This is an optimization exercise on Yosys and OpenROAD, whose aim is small area, not a production implementation.
The RTL was checked by simulation tests, not by an equivalence proof against the original design.

Setup of v6:
==> flow/design.v (excerpt) <==
module au_top_0 (
    input clk,
    input rst_n,
    output [7:0] led,
    input usb_rx,
    output usb_tx,
    output [7:0] io_seg,
    output [3:0] io_sel,
    input [1:0] inbutton,
    output [15:0] outled,
    output [7:0] outseg,
    output [3:0] outsel
  );
For scale: ~1900 cells after synthesis, ~54 I/O pins, roughly 0.019 sq mm of cells after synthesis.
export LEC_CHECK = 0
export CAP_MARGIN = 20
export CORE_MARGIN = 2
export CORE_UTILIZATION = 40
export SLEW_MARGIN = 20
create_clock -name core_clock -period 12.0 [get_ports {clk}]
run.sh (not shown) runs the stock make flow with config.mk's settings and CLKGATE_MAP_FILE= SYNTH_SCRIPT=/design/flow/synth_recipe.tcl, a recipe that flattens the netlist after the stock synthesis.
Input changes introduced in v7 (baseline for comparison: v6):
# v6
export LEC_CHECK = 0
export CAP_MARGIN = 20
export CORE_MARGIN = 2
export CORE_UTILIZATION = 40
export SLEW_MARGIN = 20
create_clock -name core_clock -period 12.0 [get_ports {clk}]
# v7
export LEC_CHECK = 0
export CAP_MARGIN = 20
export CORE_MARGIN = 2
export CORE_UTILIZATION = 70
export PLACE_DENSITY = 0.8
export SLEW_MARGIN = 20
create_clock -name core_clock -period 12.0 [get_ports {clk}]
==> comparison <==
Comparing v6 and v7, the higher wire length is on v7. Result: PASS for each of v6 and v7. v7 vs v6 — number of buffer and inverter stages on the critical path rose 1. Looking at clock insertion delay at the later pin of the skew report, v7 sits below v6. NOTE: core area in v7 falls short of that of v6. In the flow results for v6 and v7, the number of tap cells added at floorplan is smaller on v7. Diff v6..v7 | footprint of the multi-input gates | negligible.

---

Setup of MS:
au_top_0, a different RTL version from the one above (not shown whole).
Size in the first run: ~14000 µm² of cells after synthesis.
clock: 12.0 ns
lec_check: 0
cap_margin: 20
core_margin: 2
core_utilization: 55
cts_buf_list: sky130_fd_sc_hd__clkbuf_8
place_density: 0.65
slew_margin: 20
standard.sh (not shown) runs the stock make flow with config.mk's settings and CLKGATE_MAP_FILE= SYNTH_SCRIPT=/design/flow/synth_recipe.tcl, a recipe that flattens the netlist after the stock synthesis.
==> flow/flow/run.sh <==
#!/bin/bash
# Layout flow: the standard synthesis, then its combinational logic mapped
# again for area with ABC (every register kept as it is: same instance, name and
# cell), then the standard layout from floorplan to finish.
# Each tool writes its full output to a log file in this folder.
set -euo pipefail
DEEPSYN_S=${DEEPSYN_S:-60}

bash standard.sh synth > synth.log 2>&1

R=orfs/results/$FLOW_PLATFORM/au_top_0/base
L=orfs/logs/$FLOW_PLATFORM/au_top_0/base
YOSYS=$(command -v yosys || echo "$FLOW_HOME/../tools/install/yosys/bin/yosys")
LIB=$(grep -o -- '-liberty [^ ]*' $L/1_2_yosys.log | head -1 | cut -d' ' -f2)
DONT_USE=$(grep -o -- '-dont_use [^ ]*' $L/1_2_yosys.log | sort -u | tr '\n' ' ')
# the register cells the standard synthesis used
SEQ=$(grep -o '^ *sky130_fd_sc_hd__[a-z0-9_]*' $R/1_2_yosys.v | sort -u | grep -E '__(df|edf|sdf|dl)' | tr '\n' ' ')

cp $R/1_2_yosys.v standard_netlist.v
remap_batch() {  # remap_batch BATCH INPUT "seeds of run 1" ... "seeds of run 4"
  local b=$1 in=$2; shift 2
  local i=0
  for seeds in "$@"; do
    i=$((i+1))
    local DS=""
    for s in $seeds; do DS="$DS;dc2;&get,-n;&deepsyn,-T,$DEEPSYN_S,-S,$s;&put"; done
    cat > remap_${b}_$i.ys <<EOS
read_liberty -ignore_miss_func $LIB
read_verilog $in
hierarchy -top $FLOW_TOP
setattr -mod -set keep_hierarchy 1 $SEQ
flatten
delete t:\$scopeinfo
opt_clean -purge
abc -liberty $LIB $DONT_USE -script "+strash$DS;dch,-f;amap;topo"
setundef -zero
splitnets
opt_clean -purge
hilomap -singleton -hicell sky130_fd_sc_hd__conb_1 HI -locell sky130_fd_sc_hd__conb_1 LO
insbuf -buf sky130_fd_sc_hd__buf_4 A X
blackbox $SEQ
tee -o remap_${b}_$i.stat stat -liberty $LIB
write_verilog -noattr -nohex -nodec remapped_${b}_$i.v
EOS
    "$YOSYS" -s remap_${b}_$i.ys > remap_${b}_$i.log 2>&1 &
  done
  wait
}
best=""; best_area=""
pick() {  # pick BATCH: keep the smallest netlist so far in best/best_area
  local b=$1 i a
  for i in 1 2 3 4; do
    a=$( (grep -o "Chip area for module '.au_top_0': [0-9.]*" remap_${b}_$i.stat 2>/dev/null || true) | awk '{print $NF}')
    echo "batch $b run $i: $a" >> remap_choice.log
    if [ -n "$a" ] && { [ -z "$best_area" ] || awk "BEGIN{exit !($a < $best_area)}"; }; then best=remapped_${b}_$i.v; best_area=$a; fi
  done
  echo "best so far: $best ($best_area)" >> remap_choice.log
}
remap_batch 1 standard_netlist.v "4 5 6" "1 2 3" "7 8 9" "10 11"
pick 1
if [ -n "$best" ]; then
  remap_batch 2 "$best" "12 13" "14 15" "16 17" "18 19"
  pick 2
fi
if [ -n "$best" ]; then cp "$best" remapped_netlist.v; else cp standard_netlist.v remapped_netlist.v; fi

# keep the standard netlist if the new one lost or changed any register
if [ "$(grep -cE '^ *sky130_fd_sc_hd__(df|edf|sdf|dl)' standard_netlist.v)" = "$(grep -cE '^ *sky130_fd_sc_hd__(df|edf|sdf|dl)' remapped_netlist.v)" ] &&
   diff <(grep -E '^ *sky130_fd_sc_hd__(df|edf|sdf|dl)' standard_netlist.v | sort) \
        <(grep -E '^ *sky130_fd_sc_hd__(df|edf|sdf|dl)' remapped_netlist.v | sort) > /dev/null; then
  cp remapped_netlist.v $R/1_2_yosys.v
  echo "using the remapped netlist" > netlist_choice.log
else
  echo "remapped netlist differs in its registers; using the standard one" > netlist_choice.log
fi

# every port still gets a buffer, as in the standard flow (the smallest one);
# the clock tree uses clkbuf_8 leaves of up to 15 registers, and no dummy loads
bash standard.sh "BUFFER_PORTS_ARGS=-buffer_cell sky130_fd_sc_hd__buf_1" \
  "CTS_ARGS=-sink_clustering_enable -repair_clock_nets -buf_list sky130_fd_sc_hd__clkbuf_8 -dont_use_dummy_load -sink_clustering_size 15 -sink_clustering_max_diameter 80" \
  > layout.log 2>&1
The inputs of JK differ from those of MS as listed below.
diff --git a/flow/flow/run.sh b/flow/flow/run.sh
--- a/flow/flow/run.sh
+++ b/flow/flow/run.sh
@@ -18,14 +18,11 @@
 
 cp $R/1_2_yosys.v standard_netlist.v
-remap_batch() {  # remap_batch BATCH INPUT "seeds of run 1" ... "seeds of run 4"
-  local b=$1 in=$2; shift 2
-  local i=0
-  for seeds in "$@"; do
-    i=$((i+1))
-    local DS=""
-    for s in $seeds; do DS="$DS;dc2;&get,-n;&deepsyn,-T,$DEEPSYN_S,-S,$s;&put"; done
-    cat > remap_${b}_$i.ys <<EOS
+SEEDS=("4 5 6" "1 2 3" "7 8 9" "10 11")
+for i in 1 2 3 4; do
+DS=""
+for s in ${SEEDS[$((i-1))]}; do DS="$DS;dc2;&get,-n;&deepsyn,-T,$DEEPSYN_S,-S,$s;&put"; done
+cat > remap_$i.ys <<EOS
 read_liberty -ignore_miss_func $LIB
-read_verilog $in
+read_verilog standard_netlist.v
 hierarchy -top $FLOW_TOP
 setattr -mod -set keep_hierarchy 1 $SEQ
@@ -40,28 +37,18 @@
 insbuf -buf sky130_fd_sc_hd__buf_4 A X
 blackbox $SEQ
-tee -o remap_${b}_$i.stat stat -liberty $LIB
-write_verilog -noattr -nohex -nodec remapped_${b}_$i.v
+tee -o remap_$i.stat stat -liberty $LIB
+write_verilog -noattr -nohex -nodec remapped_$i.v
 EOS
-    "$YOSYS" -s remap_${b}_$i.ys > remap_${b}_$i.log 2>&1 &
-  done
-  wait
-}
+"$YOSYS" -s remap_$i.ys > remap_$i.log 2>&1 &
+done
+wait
 best=""; best_area=""
-pick() {  # pick BATCH: keep the smallest netlist so far in best/best_area
-  local b=$1 i a
-  for i in 1 2 3 4; do
-    a=$( (grep -o "Chip area for module '.au_top_0': [0-9.]*" remap_${b}_$i.stat 2>/dev/null || true) | awk '{print $NF}')
-    echo "batch $b run $i: $a" >> remap_choice.log
-    if [ -n "$a" ] && { [ -z "$best_area" ] || awk "BEGIN{exit !($a < $best_area)}"; }; then best=remapped_${b}_$i.v; best_area=$a; fi
-  done
-  echo "best so far: $best ($best_area)" >> remap_choice.log
-}
-remap_batch 1 standard_netlist.v "4 5 6" "1 2 3" "7 8 9" "10 11"
-pick 1
-if [ -n "$best" ]; then
-  remap_batch 2 "$best" "12 13" "14 15" "16 17" "18 19"
-  pick 2
-fi
-if [ -n "$best" ]; then cp "$best" remapped_netlist.v; else cp standard_netlist.v remapped_netlist.v; fi
+for i in 1 2 3 4; do
+  a=$( (grep -o "Chip area for module '.au_top_0': [0-9.]*" remap_$i.stat 2>/dev/null || true) | awk '{print $NF}')
+  echo "run $i: $a" >> remap_choice.log
+  if [ -n "$a" ] && { [ -z "$best_area" ] || awk "BEGIN{exit !($a < $best_area)}"; }; then best=$i; best_area=$a; fi
+done
+echo "best: $best ($best_area)" >> remap_choice.log
+if [ -n "$best" ]; then cp remapped_$best.v remapped_netlist.v; else cp standard_netlist.v remapped_netlist.v; fi
 
 # keep the standard netlist if the new one lost or changed any register
Notes after the runs:
Compared with MS, in JK number of vias per cell after detailed routing lost 0.071; worst slack on hold paths lower; summed area of non-filler cells in the final layout now smaller; slew of the pin with the lowest slew margin saw a decrease.

-- port drivers added, routing unchanged --
The flow's constraints put no driver on any port. The routed layouts listed below were extracted and timed again, unchanged, in two steps.
Step 1 sets driving cells, clkbuf_16 on the clock port and buf_2 on the other inputs (assumed; they add their load-dependent delay and slew).
Step 2 also shifts input and output timing later by t, the mid clock arrival at the registers, as if the neighbouring blocks saw the same clock.
Three values: no drivers, after step 1, after step 2; two values: the first two.
run | t (ns) | setup WS [ns] | latest minus earliest clock arrival (ns) | slew at the worst register clock pin (ns) | pins driven straight from the clock port
v6 | 0.614 | 4.250 / 4.195 / 4.809 | 0.044 / 0.044 | 0.06 / 0.06 | 1
v7 | 0.601 | 4.266 / 4.210 / 4.812 | 0.025 / 0.025 | 0.08 / 0.08 | 1
MS | 0.597 | 3.461 / 3.418 / 4.015 | 0.099 / 0.099 | 0.10 / 0.10 | 1
JK | 0.637 | 3.598 / 3.551 / 4.187 | 0.042 / 0.041 | 0.10 / 0.10 | 1
After both steps every run listed still meets setup and hold.
